Background: an optimization exercise with open tools, aiming at small area, a short achievable clock period and few clock cycles. Do not read the settings as production practice.
Function not checked in this run: the RTL went through the layout flow alone.
No activity file was given, so power comes from the tool's default toggle rates.

==> design/flow/design.v <==
module mac(
    input [15:0] m,
    input [15:0] x,
    input [15:0] k,
    output [15:0] ra,
    output [15:0] rb,
    output [15:0] rc,
    output hi,
    output po,
    output [3:0] pl
);
    wire pp_0_0 = m[0] & x[0];
    wire pp_0_1 = m[0] & x[1];
    wire pp_0_2 = m[0] & x[2];
    wire pp_0_3 = m[0] & x[3];
    wire pp_0_4 = m[0] & x[4];
    wire pp_0_5 = m[0] & x[5];
    wire pp_0_6 = m[0] & x[6];
    wire pp_0_7 = m[0] & x[7];
    wire pp_0_8 = m[0] & x[8];
    wire pp_0_9 = m[0] & x[9];
    wire pp_0_10 = m[0] & x[10];
    wire pp_0_11 = m[0] & x[11];
    wire pp_0_12 = m[0] & x[12];
    wire pp_0_13 = m[0] & x[13];
    wire pp_0_14 = m[0] & x[14];
    wire pp_0_15 = m[0] & x[15];
    wire pp_1_0 = m[1] & x[0];
    wire pp_1_1 = m[1] & x[1];
    wire pp_1_2 = m[1] & x[2];
    wire pp_1_3 = m[1] & x[3];
    wire pp_1_4 = m[1] & x[4];
    wire pp_1_5 = m[1] & x[5];
    wire pp_1_6 = m[1] & x[6];
    wire pp_1_7 = m[1] & x[7];
    wire pp_1_8 = m[1] & x[8];
    wire pp_1_9 = m[1] & x[9];
    wire pp_1_10 = m[1] & x[10];
    wire pp_1_11 = m[1] & x[11];
    wire pp_1_12 = m[1] & x[12];
    wire pp_1_13 = m[1] & x[13];
    wire pp_1_14 = m[1] & x[14];
    wire pp_2_0 = m[2] & x[0];
    wire pp_2_1 = m[2] & x[1];
    wire pp_2_2 = m[2] & x[2];
    wire pp_2_3 = m[2] & x[3];
    wire pp_2_4 = m[2] & x[4];
    wire pp_2_5 = m[2] & x[5];
    wire pp_2_6 = m[2] & x[6];
    wire pp_2_7 = m[2] & x[7];
    wire pp_2_8 = m[2] & x[8];
    wire pp_2_9 = m[2] & x[9];
    wire pp_2_10 = m[2] & x[10];
    wire pp_2_11 = m[2] & x[11];
    wire pp_2_12 = m[2] & x[12];
    wire pp_2_13 = m[2] & x[13];
    wire pp_3_0 = m[3] & x[0];
    wire pp_3_1 = m[3] & x[1];
    wire pp_3_2 = m[3] & x[2];
    wire pp_3_3 = m[3] & x[3];
    wire pp_3_4 = m[3] & x[4];
    wire pp_3_5 = m[3] & x[5];
    wire pp_3_6 = m[3] & x[6];
    wire pp_3_7 = m[3] & x[7];
    wire pp_3_8 = m[3] & x[8];
    wire pp_3_9 = m[3] & x[9];
    wire pp_3_10 = m[3] & x[10];
    wire pp_3_11 = m[3] & x[11];
    wire pp_3_12 = m[3] & x[12];
    wire pp_4_0 = m[4] & x[0];
    wire pp_4_1 = m[4] & x[1];
    wire pp_4_2 = m[4] & x[2];
    wire pp_4_3 = m[4] & x[3];
    wire pp_4_4 = m[4] & x[4];
    wire pp_4_5 = m[4] & x[5];
    wire pp_4_6 = m[4] & x[6];
    wire pp_4_7 = m[4] & x[7];
    wire pp_4_8 = m[4] & x[8];
    wire pp_4_9 = m[4] & x[9];
    wire pp_4_10 = m[4] & x[10];
    wire pp_4_11 = m[4] & x[11];
    wire pp_5_0 = m[5] & x[0];
    wire pp_5_1 = m[5] & x[1];
    wire pp_5_2 = m[5] & x[2];
    wire pp_5_3 = m[5] & x[3];
    wire pp_5_4 = m[5] & x[4];
    wire pp_5_5 = m[5] & x[5];
    wire pp_5_6 = m[5] & x[6];
    wire pp_5_7 = m[5] & x[7];
    wire pp_5_8 = m[5] & x[8];
    wire pp_5_9 = m[5] & x[9];
    wire pp_5_10 = m[5] & x[10];
    wire pp_6_0 = m[6] & x[0];
    wire pp_6_1 = m[6] & x[1];
    wire pp_6_2 = m[6] & x[2];
    wire pp_6_3 = m[6] & x[3];
    wire pp_6_4 = m[6] & x[4];
    wire pp_6_5 = m[6] & x[5];
    wire pp_6_6 = m[6] & x[6];
    wire pp_6_7 = m[6] & x[7];
    wire pp_6_8 = m[6] & x[8];
    wire pp_6_9 = m[6] & x[9];
    wire pp_7_0 = m[7] & x[0];
    wire pp_7_1 = m[7] & x[1];
    wire pp_7_2 = m[7] & x[2];
    wire pp_7_3 = m[7] & x[3];
    wire pp_7_4 = m[7] & x[4];
    wire pp_7_5 = m[7] & x[5];
    wire pp_7_6 = m[7] & x[6];
    wire pp_7_7 = m[7] & x[7];
    wire pp_7_8 = m[7] & x[8];
    wire pp_8_0 = m[8] & x[0];
    wire pp_8_1 = m[8] & x[1];
    wire pp_8_2 = m[8] & x[2];
    wire pp_8_3 = m[8] & x[3];
    wire pp_8_4 = m[8] & x[4];
    wire pp_8_5 = m[8] & x[5];
    wire pp_8_6 = m[8] & x[6];
    wire pp_8_7 = m[8] & x[7];
    wire pp_9_0 = m[9] & x[0];
    wire pp_9_1 = m[9] & x[1];
    wire pp_9_2 = m[9] & x[2];
    wire pp_9_3 = m[9] & x[3];
    wire pp_9_4 = m[9] & x[4];
    wire pp_9_5 = m[9] & x[5];
    wire pp_9_6 = m[9] & x[6];
    wire pp_10_0 = m[10] & x[0];
    wire pp_10_1 = m[10] & x[1];
    wire pp_10_2 = m[10] & x[2];
    wire pp_10_3 = m[10] & x[3];
    wire pp_10_4 = m[10] & x[4];
    wire pp_10_5 = m[10] & x[5];
    wire pp_11_0 = m[11] & x[0];
    wire pp_11_1 = m[11] & x[1];
    wire pp_11_2 = m[11] & x[2];
    wire pp_11_3 = m[11] & x[3];
    wire pp_11_4 = m[11] & x[4];
    wire pp_12_0 = m[12] & x[0];
    wire pp_12_1 = m[12] & x[1];
    wire pp_12_2 = m[12] & x[2];
    wire pp_12_3 = m[12] & x[3];
    wire pp_13_0 = m[13] & x[0];
    wire pp_13_1 = m[13] & x[1];
    wire pp_13_2 = m[13] & x[2];
    wire pp_14_0 = m[14] & x[0];
    wire pp_14_1 = m[14] & x[1];
    wire pp_15_0 = m[15] & x[0];
    wire s1 = k[1] ^ pp_0_1 ^ pp_1_0;
    wire c2 = (k[1] & pp_0_1) | (k[1] & pp_1_0) | (pp_0_1 & pp_1_0);
    wire s3 = k[2] ^ pp_0_2 ^ pp_1_1;
    wire c4 = (k[2] & pp_0_2) | (k[2] & pp_1_1) | (pp_0_2 & pp_1_1);
    wire s5 = pp_2_0 ^ c2 ^ s3;
    wire c6 = (pp_2_0 & c2) | (pp_2_0 & s3) | (c2 & s3);
    wire s7 = k[3] ^ pp_0_3 ^ pp_1_2;
    wire c8 = (k[3] & pp_0_3) | (k[3] & pp_1_2) | (pp_0_3 & pp_1_2);
    wire s9 = pp_2_1 ^ pp_3_0 ^ c4;
    wire c10 = (pp_2_1 & pp_3_0) | (pp_2_1 & c4) | (pp_3_0 & c4);
    wire s11 = s7 ^ c6 ^ s9;
    wire c12 = (s7 & c6) | (s7 & s9) | (c6 & s9);
    wire s13 = k[4] ^ pp_0_4 ^ pp_1_3;
    wire c14 = (k[4] & pp_0_4) | (k[4] & pp_1_3) | (pp_0_4 & pp_1_3);
    wire s15 = pp_2_2 ^ pp_3_1 ^ pp_4_0;
    wire c16 = (pp_2_2 & pp_3_1) | (pp_2_2 & pp_4_0) | (pp_3_1 & pp_4_0);
    wire s17 = c8 ^ s13 ^ s15;
    wire c18 = (c8 & s13) | (c8 & s15) | (s13 & s15);
    wire s19 = c10 ^ s17 ^ c12;
    wire c20 = (c10 & s17) | (c10 & c12) | (s17 & c12);
    wire s21 = k[5] ^ pp_0_5 ^ pp_1_4;
    wire c22 = (k[5] & pp_0_5) | (k[5] & pp_1_4) | (pp_0_5 & pp_1_4);
    wire s23 = pp_2_3 ^ pp_3_2 ^ pp_4_1;
    wire c24 = (pp_2_3 & pp_3_2) | (pp_2_3 & pp_4_1) | (pp_3_2 & pp_4_1);
    wire s25 = pp_5_0 ^ c14 ^ c16;
    wire c26 = (pp_5_0 & c14) | (pp_5_0 & c16) | (c14 & c16);
    wire s27 = s21 ^ s23 ^ c18;
    wire c28 = (s21 & s23) | (s21 & c18) | (s23 & c18);
    wire s29 = s25 ^ s27 ^ c20;
    wire c30 = (s25 & s27) | (s25 & c20) | (s27 & c20);
    wire s31 = k[6] ^ pp_0_6 ^ pp_1_5;
    wire c32 = (k[6] & pp_0_6) | (k[6] & pp_1_5) | (pp_0_6 & pp_1_5);
    wire s33 = pp_2_4 ^ pp_3_3 ^ pp_4_2;
    wire c34 = (pp_2_4 & pp_3_3) | (pp_2_4 & pp_4_2) | (pp_3_3 & pp_4_2);
    wire s35 = pp_5_1 ^ pp_6_0 ^ c22;
    wire c36 = (pp_5_1 & pp_6_0) | (pp_5_1 & c22) | (pp_6_0 & c22);
    wire s37 = c24 ^ s31 ^ s33;
    wire c38 = (c24 & s31) | (c24 & s33) | (s31 & s33);
    wire s39 = c26 ^ s35 ^ s37;
    wire c40 = (c26 & s35) | (c26 & s37) | (s35 & s37);
    wire s41 = c28 ^ s39;
    wire c42 = c28 & s39;
    wire s43 = k[7] ^ pp_0_7 ^ pp_1_6;
    wire c44 = (k[7] & pp_0_7) | (k[7] & pp_1_6) | (pp_0_7 & pp_1_6);
    wire s45 = pp_2_5 ^ pp_3_4 ^ pp_4_3;
    wire c46 = (pp_2_5 & pp_3_4) | (pp_2_5 & pp_4_3) | (pp_3_4 & pp_4_3);
    wire s47 = pp_5_2 ^ pp_6_1 ^ pp_7_0;
    wire c48 = (pp_5_2 & pp_6_1) | (pp_5_2 & pp_7_0) | (pp_6_1 & pp_7_0);
    wire s49 = c32 ^ c34 ^ s43;
    wire c50 = (c32 & c34) | (c32 & s43) | (c34 & s43);
    wire s51 = s45 ^ s47 ^ c36;
    wire c52 = (s45 & s47) | (s45 & c36) | (s47 & c36);
    wire s53 = c38 ^ s49 ^ s51;
    wire c54 = (c38 & s49) | (c38 & s51) | (s49 & s51);
    wire s55 = c40 ^ c42 ^ s53;
    wire c56 = (c40 & c42) | (c40 & s53) | (c42 & s53);
    wire s57 = k[8] ^ pp_0_8 ^ pp_1_7;
    wire c58 = (k[8] & pp_0_8) | (k[8] & pp_1_7) | (pp_0_8 & pp_1_7);
    wire s59 = pp_2_6 ^ pp_3_5 ^ pp_4_4;
    wire c60 = (pp_2_6 & pp_3_5) | (pp_2_6 & pp_4_4) | (pp_3_5 & pp_4_4);
    wire s61 = pp_5_3 ^ pp_6_2 ^ pp_7_1;
    wire c62 = (pp_5_3 & pp_6_2) | (pp_5_3 & pp_7_1) | (pp_6_2 & pp_7_1);
    wire s63 = c44 ^ c46 ^ c48;
    wire c64 = (c44 & c46) | (c44 & c48) | (c46 & c48);
    wire s65 = pp_8_0 ^ s57 ^ s59;
    wire c66 = (pp_8_0 & s57) | (pp_8_0 & s59) | (s57 & s59);
    wire s67 = s61 ^ c50 ^ s63;
    wire c68 = (s61 & c50) | (s61 & s63) | (c50 & s63);
    wire s69 = s65 ^ c52 ^ s67;
    wire c70 = (s65 & c52) | (s65 & s67) | (c52 & s67);
    wire s71 = k[9] ^ pp_0_9 ^ pp_1_8;
    wire c72 = (k[9] & pp_0_9) | (k[9] & pp_1_8) | (pp_0_9 & pp_1_8);
    wire s73 = pp_2_7 ^ pp_3_6 ^ pp_4_5;
    wire c74 = (pp_2_7 & pp_3_6) | (pp_2_7 & pp_4_5) | (pp_3_6 & pp_4_5);
    wire s75 = pp_5_4 ^ pp_6_3 ^ pp_7_2;
    wire c76 = (pp_5_4 & pp_6_3) | (pp_5_4 & pp_7_2) | (pp_6_3 & pp_7_2);
    wire s77 = c58 ^ c60 ^ c62;
    wire c78 = (c58 & c60) | (c58 & c62) | (c60 & c62);
    wire s79 = pp_8_1 ^ pp_9_0 ^ s71;
    wire c80 = (pp_8_1 & pp_9_0) | (pp_8_1 & s71) | (pp_9_0 & s71);
    wire s81 = s73 ^ s75 ^ c64;
    wire c82 = (s73 & s75) | (s73 & c64) | (s75 & c64);
    wire s83 = c66 ^ s77 ^ s79;
    wire c84 = (c66 & s77) | (c66 & s79) | (s77 & s79);
    wire s85 = c68 ^ s81 ^ s83;
    wire c86 = (c68 & s81) | (c68 & s83) | (s81 & s83);
    wire s87 = k[10] ^ pp_0_10 ^ pp_1_9;
    wire c88 = (k[10] & pp_0_10) | (k[10] & pp_1_9) | (pp_0_10 & pp_1_9);
    wire s89 = pp_2_8 ^ pp_3_7 ^ pp_4_6;
    wire c90 = (pp_2_8 & pp_3_7) | (pp_2_8 & pp_4_6) | (pp_3_7 & pp_4_6);
    wire s91 = pp_5_5 ^ pp_6_4 ^ pp_7_3;
    wire c92 = (pp_5_5 & pp_6_4) | (pp_5_5 & pp_7_3) | (pp_6_4 & pp_7_3);
    wire s93 = c72 ^ c74 ^ c76;
    wire c94 = (c72 & c74) | (c72 & c76) | (c74 & c76);
    wire s95 = pp_10_0 ^ pp_8_2 ^ pp_9_1;
    wire c96 = (pp_10_0 & pp_8_2) | (pp_10_0 & pp_9_1) | (pp_8_2 & pp_9_1);
    wire s97 = s87 ^ s89 ^ s91;
    wire c98 = (s87 & s89) | (s87 & s91) | (s89 & s91);
    wire s99 = c78 ^ c80 ^ s93;
    wire c100 = (c78 & c80) | (c78 & s93) | (c80 & s93);
    wire s101 = s95 ^ s97 ^ c82;
    wire c102 = (s95 & s97) | (s95 & c82) | (s97 & c82);
    wire s103 = c84 ^ s99 ^ s101;
    wire c104 = (c84 & s99) | (c84 & s101) | (s99 & s101);
    wire s105 = k[11] ^ pp_0_11 ^ pp_1_10;
    wire c106 = (k[11] & pp_0_11) | (k[11] & pp_1_10) | (pp_0_11 & pp_1_10);
    wire s107 = pp_2_9 ^ pp_3_8 ^ pp_4_7;
    wire c108 = (pp_2_9 & pp_3_8) | (pp_2_9 & pp_4_7) | (pp_3_8 & pp_4_7);
    wire s109 = pp_5_6 ^ pp_6_5 ^ pp_7_4;
    wire c110 = (pp_5_6 & pp_6_5) | (pp_5_6 & pp_7_4) | (pp_6_5 & pp_7_4);
    wire s111 = c88 ^ c90 ^ c92;
    wire c112 = (c88 & c90) | (c88 & c92) | (c90 & c92);
    wire s113 = pp_10_1 ^ pp_11_0 ^ pp_8_3;
    wire c114 = (pp_10_1 & pp_11_0) | (pp_10_1 & pp_8_3) | (pp_11_0 & pp_8_3);
    wire s115 = pp_9_2 ^ s105 ^ s107;
    wire c116 = (pp_9_2 & s105) | (pp_9_2 & s107) | (s105 & s107);
    wire s117 = s109 ^ c94 ^ c96;
    wire c118 = (s109 & c94) | (s109 & c96) | (c94 & c96);
    wire s119 = c98 ^ s111 ^ s113;
    wire c120 = (c98 & s111) | (c98 & s113) | (s111 & s113);
    wire s121 = s115 ^ c100 ^ s117;
    wire c122 = (s115 & c100) | (s115 & s117) | (c100 & s117);
    wire s123 = s119 ^ c102 ^ s121;
    wire c124 = (s119 & c102) | (s119 & s121) | (c102 & s121);
    wire s125 = k[12] ^ pp_0_12 ^ pp_1_11;
    wire c126 = (k[12] & pp_0_12) | (k[12] & pp_1_11) | (pp_0_12 & pp_1_11);
    wire s127 = pp_2_10 ^ pp_3_9 ^ pp_4_8;
    wire c128 = (pp_2_10 & pp_3_9) | (pp_2_10 & pp_4_8) | (pp_3_9 & pp_4_8);
    wire s129 = pp_5_7 ^ pp_6_6 ^ pp_7_5;
    wire c130 = (pp_5_7 & pp_6_6) | (pp_5_7 & pp_7_5) | (pp_6_6 & pp_7_5);
    wire s131 = c106 ^ c108 ^ c110;
    wire c132 = (c106 & c108) | (c106 & c110) | (c108 & c110);
    wire s133 = pp_10_2 ^ pp_11_1 ^ pp_12_0;
    wire c134 = (pp_10_2 & pp_11_1) | (pp_10_2 & pp_12_0) | (pp_11_1 & pp_12_0);
    wire s135 = pp_8_4 ^ pp_9_3 ^ s125;
    wire c136 = (pp_8_4 & pp_9_3) | (pp_8_4 & s125) | (pp_9_3 & s125);
    wire s137 = s127 ^ s129 ^ c112;
    wire c138 = (s127 & s129) | (s127 & c112) | (s129 & c112);
    wire s139 = c114 ^ c116 ^ s131;
    wire c140 = (c114 & c116) | (c114 & s131) | (c116 & s131);
    wire s141 = s133 ^ s135 ^ c118;
    wire c142 = (s133 & s135) | (s133 & c118) | (s135 & c118);
    wire s143 = s137 ^ c120 ^ s139;
    wire c144 = (s137 & c120) | (s137 & s139) | (c120 & s139);
    wire s145 = c122 ^ s141 ^ s143;
    wire c146 = (c122 & s141) | (c122 & s143) | (s141 & s143);
    wire s147 = k[13] ^ pp_0_13 ^ pp_1_12;
    wire c148 = (k[13] & pp_0_13) | (k[13] & pp_1_12) | (pp_0_13 & pp_1_12);
    wire s149 = pp_2_11 ^ pp_3_10 ^ pp_4_9;
    wire c150 = (pp_2_11 & pp_3_10) | (pp_2_11 & pp_4_9) | (pp_3_10 & pp_4_9);
    wire s151 = pp_5_8 ^ pp_6_7 ^ pp_7_6;
    wire c152 = (pp_5_8 & pp_6_7) | (pp_5_8 & pp_7_6) | (pp_6_7 & pp_7_6);
    wire s153 = c126 ^ c128 ^ c130;
    wire c154 = (c126 & c128) | (c126 & c130) | (c128 & c130);
    wire s155 = pp_10_3 ^ pp_11_2 ^ pp_12_1;
    wire c156 = (pp_10_3 & pp_11_2) | (pp_10_3 & pp_12_1) | (pp_11_2 & pp_12_1);
    wire s157 = pp_13_0 ^ pp_8_5 ^ pp_9_4;
    wire c158 = (pp_13_0 & pp_8_5) | (pp_13_0 & pp_9_4) | (pp_8_5 & pp_9_4);
    wire s159 = s147 ^ s149 ^ s151;
    wire c160 = (s147 & s149) | (s147 & s151) | (s149 & s151);
    wire s161 = c132 ^ c134 ^ c136;
    wire c162 = (c132 & c134) | (c132 & c136) | (c134 & c136);
    wire s163 = s153 ^ s155 ^ s157;
    wire c164 = (s153 & s155) | (s153 & s157) | (s155 & s157);
    wire s165 = s159 ^ c138 ^ c140;
    wire c166 = (s159 & c138) | (s159 & c140) | (c138 & c140);
    wire s167 = s161 ^ s163 ^ c142;
    wire c168 = (s161 & s163) | (s161 & c142) | (s163 & c142);
    wire s169 = c144 ^ s165 ^ s167;
    wire c170 = (c144 & s165) | (c144 & s167) | (s165 & s167);
    wire s171 = k[14] ^ pp_0_14 ^ pp_1_13;
    wire c172 = (k[14] & pp_0_14) | (k[14] & pp_1_13) | (pp_0_14 & pp_1_13);
    wire s173 = pp_2_12 ^ pp_3_11 ^ pp_4_10;
    wire c174 = (pp_2_12 & pp_3_11) | (pp_2_12 & pp_4_10) | (pp_3_11 & pp_4_10);
    wire s175 = pp_5_9 ^ pp_6_8 ^ pp_7_7;
    wire c176 = (pp_5_9 & pp_6_8) | (pp_5_9 & pp_7_7) | (pp_6_8 & pp_7_7);
    wire s177 = c148 ^ c150 ^ c152;
    wire c178 = (c148 & c150) | (c148 & c152) | (c150 & c152);
    wire s179 = pp_10_4 ^ pp_11_3 ^ pp_12_2;
    wire c180 = (pp_10_4 & pp_11_3) | (pp_10_4 & pp_12_2) | (pp_11_3 & pp_12_2);
    wire s181 = pp_13_1 ^ pp_14_0 ^ pp_8_6;
    wire c182 = (pp_13_1 & pp_14_0) | (pp_13_1 & pp_8_6) | (pp_14_0 & pp_8_6);
    wire s183 = pp_9_5 ^ s171 ^ s173;
    wire c184 = (pp_9_5 & s171) | (pp_9_5 & s173) | (s171 & s173);
    wire s185 = s175 ^ c154 ^ c156;
    wire c186 = (s175 & c154) | (s175 & c156) | (c154 & c156);
    wire s187 = c158 ^ c160 ^ s177;
    wire c188 = (c158 & c160) | (c158 & s177) | (c160 & s177);
    wire s189 = s179 ^ s181 ^ s183;
    wire c190 = (s179 & s181) | (s179 & s183) | (s181 & s183);
    wire s191 = c162 ^ c164 ^ s185;
    wire c192 = (c162 & c164) | (c162 & s185) | (c164 & s185);
    wire s193 = s187 ^ s189 ^ c166;
    wire c194 = (s187 & s189) | (s187 & c166) | (s189 & c166);
    wire s195 = s191 ^ c168 ^ s193;
    wire c196 = (s191 & c168) | (s191 & s193) | (c168 & s193);
    wire s197 = k[15] ^ pp_0_15 ^ pp_1_14;
    wire c198 = (k[15] & pp_0_15) | (k[15] & pp_1_14) | (pp_0_15 & pp_1_14);
    wire s199 = pp_2_13 ^ pp_3_12 ^ pp_4_11;
    wire c200 = (pp_2_13 & pp_3_12) | (pp_2_13 & pp_4_11) | (pp_3_12 & pp_4_11);
    wire s201 = pp_5_10 ^ pp_6_9 ^ pp_7_8;
    wire c202 = (pp_5_10 & pp_6_9) | (pp_5_10 & pp_7_8) | (pp_6_9 & pp_7_8);
    wire s203 = c172 ^ c174 ^ c176;
    wire c204 = (c172 & c174) | (c172 & c176) | (c174 & c176);
    wire s205 = pp_10_5 ^ pp_11_4 ^ pp_12_3;
    wire c206 = (pp_10_5 & pp_11_4) | (pp_10_5 & pp_12_3) | (pp_11_4 & pp_12_3);
    wire s207 = pp_13_2 ^ pp_14_1 ^ pp_15_0;
    wire c208 = (pp_13_2 & pp_14_1) | (pp_13_2 & pp_15_0) | (pp_14_1 & pp_15_0);
    wire s209 = pp_8_7 ^ pp_9_6 ^ s197;
    wire c210 = (pp_8_7 & pp_9_6) | (pp_8_7 & s197) | (pp_9_6 & s197);
    wire s211 = s199 ^ s201 ^ c178;
    wire c212 = (s199 & s201) | (s199 & c178) | (s201 & c178);
    wire s213 = c180 ^ c182 ^ c184;
    wire c214 = (c180 & c182) | (c180 & c184) | (c182 & c184);
    wire s215 = s203 ^ s205 ^ s207;
    wire c216 = (s203 & s205) | (s203 & s207) | (s205 & s207);
    wire s217 = s209 ^ c186 ^ c188;
    wire c218 = (s209 & c186) | (s209 & c188) | (c186 & c188);
    wire s219 = s211 ^ c190 ^ s213;
    wire c220 = (s211 & c190) | (s211 & s213) | (c190 & s213);
    wire s221 = s215 ^ c192 ^ s217;
    wire c222 = (s215 & c192) | (s215 & s217) | (c192 & s217);
    wire s223 = s219 ^ c194 ^ s221;
    wire c224 = (s219 & c194) | (s219 & s221) | (c194 & s221);
    assign ra = {c196, c170, c146, c124, c104, c86, c70, c54, s55, s41, s29, s19, s11, s5, s1, k[0]};
    assign rb = {s223, s195, s169, s145, s123, s103, s85, s69, 1'b0, c30, 1'b0, 1'b0, 1'b0, 1'b0, 1'b0, pp_0_0};
    assign rc = {1'b0, 1'b0, 1'b0, 1'b0, 1'b0, 1'b0, 1'b0, c56, 1'b0, 1'b0, 1'b0, 1'b0, 1'b0, 1'b0, 1'b0, 1'b0};
    assign hi = (m[1] & (|x[15:15])) | (m[2] & (|x[15:14])) | (m[3] & (|x[15:13])) | (m[4] & (|x[15:12])) | (m[5] & (|x[15:11])) | (m[6] & (|x[15:10])) | (m[7] & (|x[15:9])) | (m[8] & (|x[15:8])) | (m[9] & (|x[15:7])) | (m[10] & (|x[15:6])) | (m[11] & (|x[15:5])) | (m[12] & (|x[15:4])) | (m[13] & (|x[15:3])) | (m[14] & (|x[15:2])) | (m[15] & (|x[15:1]));
    assign po = c198 | c200 | c202 | c204 | c206 | c208 | c210 | c212;
    assign pl = {c214 | c216, c218 | c220, c222, c224};
endmodule
module projeto(
    input ck,
    input inicio,
    input rst,
    input [15:0] X,
    input [15:0] A,
    input [15:0] B,
    input [15:0] C,
    output pronto,
    output overflow,
    output [15:0] resultado
);
    reg busy, pr, ov, qh;
    reg [15:0] qa, qb, qc;
    reg [3:0] ql;
    wire [16:0] v = qa + qb + qc;
    wire vo = ov | qh | (|ql) | v[16];
    wire [15:0] m = busy ? v[15:0] : A;
    wire [15:0] k = busy ? C : B;
    wire [15:0] ra, rb, rc;
    wire [3:0] pl;
    wire hi, po;
    mac u(.m(m), .x(X), .k(k), .ra(ra), .rb(rb), .rc(rc), .hi(hi), .po(po), .pl(pl));
    always @(posedge ck) begin
        qa <= ra;
        qb <= rb;
        qc <= rc;
        qh <= hi;
        ql <= pl;
        ov <= po | (busy & vo);
        if (rst) begin
            busy <= 1'b0;
            pr   <= 1'b0;
        end else begin
            busy <= ~busy & inicio;
            pr   <= busy;
        end
    end
    assign pronto = pr;
    assign resultado = v[15:0];
    assign overflow = vo;
endmodule
==> design/flow/flow/run.sh <==
#!/bin/bash
# Standard ORFS layout with two changes: Yosys's early "abc -fast" is skipped so the
# explicit adder tree in the RTL maps straight onto full-adder cells, and port buffers
# use the smallest buffer.
set -euo pipefail
export SYNTH_ARGS="-noabc"
export BUFFER_PORTS_ARGS="-buffer_cell sky130_fd_sc_hd__buf_1"
bash standard.sh > standard.log 2>&1
==> design/flow/standard.sh <==
#!/bin/bash
# synth_recipe.tcl (not shown) runs the flow's synth.tcl, then flattens the netlist and writes it again
# the make line also repeats each setting of config.mk as NAME=value (left out here)
make -C /OpenROAD-flow-scripts/flow DESIGN_CONFIG=/design/flow/config.mk WORK_HOME=/design/flow/orfs CLKGATE_MAP_FILE= SYNTH_SCRIPT=/design/flow/synth_recipe.tcl "${@:-finish}"
==> design/flow/config.mk <==
export PLATFORM = sky130hd
export DESIGN_NAME = projeto
export DESIGN_NICKNAME = projeto
export VERILOG_FILES = /design/flow/design.v
export SDC_FILE = /design/flow/constraint.sdc
export NUM_CORES = 4
export LEC_CHECK = 0
export CAP_MARGIN = 20
export CORE_MARGIN = 2
export CORE_UTILIZATION = 40
export SETUP_SLACK_MARGIN = 3.8
export SLEW_MARGIN = 20
==> design/flow/constraint.sdc <==
create_clock -name core_clock -period 9.5 [get_ports {ck}]
set_input_delay 1.9000 -clock core_clock [delete_from_list [all_inputs] [get_ports {ck}]]
set_output_delay 1.9000 -clock core_clock [all_outputs]
set_load 0.01 [all_outputs]
==> run summary <==
* Clk_skew at between 0.004 and 0.005 ns
* DR pass1 iterations at 4
* Final setup vio count at 0
* RSZ-0062 raised after global routing: false
* Die Wd at approximately 120 um
* Peak supply drop at 135 uV
* Final period utilization at 0.570
* Die Height at ~120 um
* GRT overflow at 0
* Core area at about 14,000 um^2
* R2r setup slk at 4.42 ns
* Setup TNS at 0 ns
* Worst-margin pin slew at ~0.9 ns
* Worst setup EP type: flip-flop
* Worst Hold Class: reg -> reg
* Mapped Area at 5610 um^2
* Worst EP arrival at between 5 and 6 ns
* DRT iter0 DRCs at 238
* Drt via density at 5.35
* # rows at 43
* Number of antenna violations at the first check in global routing at 0
* IO Port Bufs at 84
* Commonest register cell after synthesis: dfxtp_1
* Syn Area/Cell at between 10 and 15 um^2
* Cell breakdown of the critical path: buf_1 > nor2_1 > a21o_1 > nor2b_1 > fa_1 > fa_1 > fa_1 > fa_1 > fa_1 > fa_1
* Pleak at roughly 2.5 nW
* Fin util at 0.447
* Max cap viols at 0
* Most frequent cells in the layout: nor2b_1, fa_1, buf_1, dfxtp_1, nor2_1
* Fmax at 185 MHz
* DRC at 0
* DP HPWL at between 10,000 and 15,000 um
* Status: finished clean
* CTS Buffer Depth at 2
* Synthesis-to-finish area growth at 9.70%
* Relative slew slack at 0.395
* Inserted Clock Buffers at 5
* Gpl congestion at ~0.86
* CTS H-tree depth at 2
* CTS Root Cell: clkbuf_16
* Clk sink count at 35
* Worst path required time at slightly below 10 ns
* Via count at 4,076
* Synth Register Bits at 35
* Syn_nets at between 700 and 800
* Commonest non-fill, non-tap cell in the layout: nor2b_1
* Vias in the first global route at between 4,000 and 5,000
* CTS clk-pin slew, worst paths at 0.05 ns
* Crit-path slowest cell: fa_1
* Cts hold-fix bufs at 0
* Diode count at 0
* Pins over their slew limit at 0
* Pin count of the biggest net entering global routing at between 40 and 50
* Initial Util at 0.407
* Die area at about 15,000 um^2
* Total GRT Usage at 0.204
* CTS tree: done
* Ys Warns at 1
* Critical path's most frequent cell: fa_1
* Unique masters post-synth at 60
* Post-synth EDFFs at 0
* Setup Crit Path Kind: in -> reg
* Post-Route WL at 14,400 um
* Tmin final at ~5.4 ns
* Clock latency (worst-skew pair) at between 0.2 and 0.3 ns
* Final count of hold timing violations at 0
* Nets at between 700 and 800
* Mapped Cells at approximately 530
* Top-level I/O count at 85
* Avg WL per Cell at approximately 19 um
* Pwr dens at ~330 nW/um^2
* FFs w/ async S/R, synth at 0
* Antenna viol nets, final at 0
* Max incr delay on CP at 0.52 ns
* Crit path max fanout at 14
* Sequential element share of the synthesized area at 0.125
* First-pass GRT wire length at ~23,000 um
* Share of cells above drive strength 1 at 0.0928
* Fillers at 1,348
* CP startpoint kind: input port
==> cell type report <==
class                   count  area (um^2)  area share
flip-flops and latches     35          702       0.114
inverters                  10         37.5     0.00610
clock inverters             1         5.00    0.000813
multi-input cells         437         4650       0.756
repair buffers             93          395      0.0642
clock buffers               6          139      0.0226
well taps                 180          225      0.0366
==> routing by layer <==
layer	part of all wire	vias to the layer above	wire, um	track usage
met4	0.019	0	268	0.0546
met2	0.47	146	6710	0.336
met3	0.054	18	781	0.0214
li1	-	1831	-	-
met1	0.46	2081	6630	0.287
met5	0	-	0	0
==> path summary, 6_finish.rpt <==
check         from  endpoint  cells after the start
min reg2reg     qh        ov                      3
min             qh        ov                      3
max           A[3]    qb[15]                     10
max reg2reg  qa[0]    qb[15]                     14
==> per-stage QoR <==
step,hold slack (ns),instances,instance area [um^2],setup slack (ns),total power (W)
after global placement,0.716,752,5970,3.40,0.00185
after detailed placement,0.726,752,5970,3.37,0.00190
after floorplan,0.663,525,5610,3.91,0.00159
final,0.737,762,6160,4.08,0.00204
after CTS,0.740,759,6120,3.89,0.00207
after global routing,0.780,762,6160,3.94,0.00228
==> cells by family after synthesis <==
logic type	after synthesis	synth area share
flip-flops	35	0.125
AND/OR/NAND/NOR	218	0.236
multiplexers	22	0.0428
adder cells (fa/ha/maj)	132	0.444
buffers and inverters	53	0.0488
AO/OA/AOI/OAI	54	0.0858
XOR/XNOR	11	0.0172
==> cells in the mapped netlist (all sizes together), types with 2 or more instances <==
cell type  number  area share
xor2            3      0.0047
nor2b         121        0.13
a221oi          3      0.0058
mux2           16       0.032
nor3            7      0.0071
nor3b           4      0.0062
nand3           2      0.0018
a31oi           3      0.0033
or2             4      0.0045
nor4b           2      0.0031
inv            10      0.0067
or4             3      0.0047
o211a           2      0.0036
a211oi          4      0.0071
xnor2           8       0.012
a221o           4      0.0071
o21a            3      0.0040
nand4b          2      0.0031
and2b           3      0.0045
nor4            4      0.0071
buf            24       0.029
nand4           2      0.0022
fa            112        0.40
a21o            3      0.0040
a2111oi         2      0.0098
nor2           24       0.016
or3             2      0.0022
mux2i           6       0.011
and2           13       0.014
o221ai          2      0.0031
o21bai          4      0.0054
a21oi           8      0.0091
o21ai           7      0.0062
and3            3      0.0033
nand3b          4      0.0076
o2bb2ai         2      0.0031
clkbuf         19       0.013
nand2          17       0.011
ha             20       0.045
dfxtp          35        0.12
==> state kept, by name, summed over array words and instances, names as in the netlist <==
register and flops:
busy 1, ov 1, pr 1, qa 16
qb 10, qc 1, qh 1, ql 4
==> where the power goes <==
group,internal (W),switching (W)
clock,0.000102,0.0000574
sequential,0.000243,0.0000277
combinational,0.000690,0.000922
total,0.00104,0.00101
==> worst max-delay path, delay by kind of cell <==
| kind | cells | cell delay, ns |
|---|---|---|
| AO/OA/AOI/OAI | 1 | 0.46 |
| adder cells (fa/ha/maj) | 6 | 2.90 |
| AND/OR/NAND/NOR | 2 | 0.23 |
| buffers and inverters | 1 | 0.08 |
==> what timing repair did <==
item | 4_1_cts | 5_1_grt
gates resized for setup | 1 | 0
buffers inserted | 0 | 3
pin swaps | 0 | 1
endpoints found under the setup margin | 2 | 1

-- static timing again, ports no longer ideal --
How much do the figures lean on ideal ports? The routed layout below was timed once more, with nothing changed but the port constraints. Step 1, drivers: a clkbuf_16 drives ck and a buf_2 each remaining input, both assumed. Step 2 times the ports against the registers' clock, not the clock port: input delays grow and output delays shrink by t, the midpoint of the rising clock arrivals with the driver on. Slacks: no drivers / after step 1 / after step 2; pairs: no drivers / after step 1.
t, ns: 0.310
setup WS [ns]: 4.083 / 4.097 / 3.787
clock arrival spread, ns: 0.004 / 0.004
slew at the worst register clock pin (ns): 0.05 / 0.05
worst slew at a driven data input, ns: 0.04
After both steps setup and hold are still met in this run. The setup slack of this run moves by +0.014 ns with the drivers and by -0.296 ns with both steps.
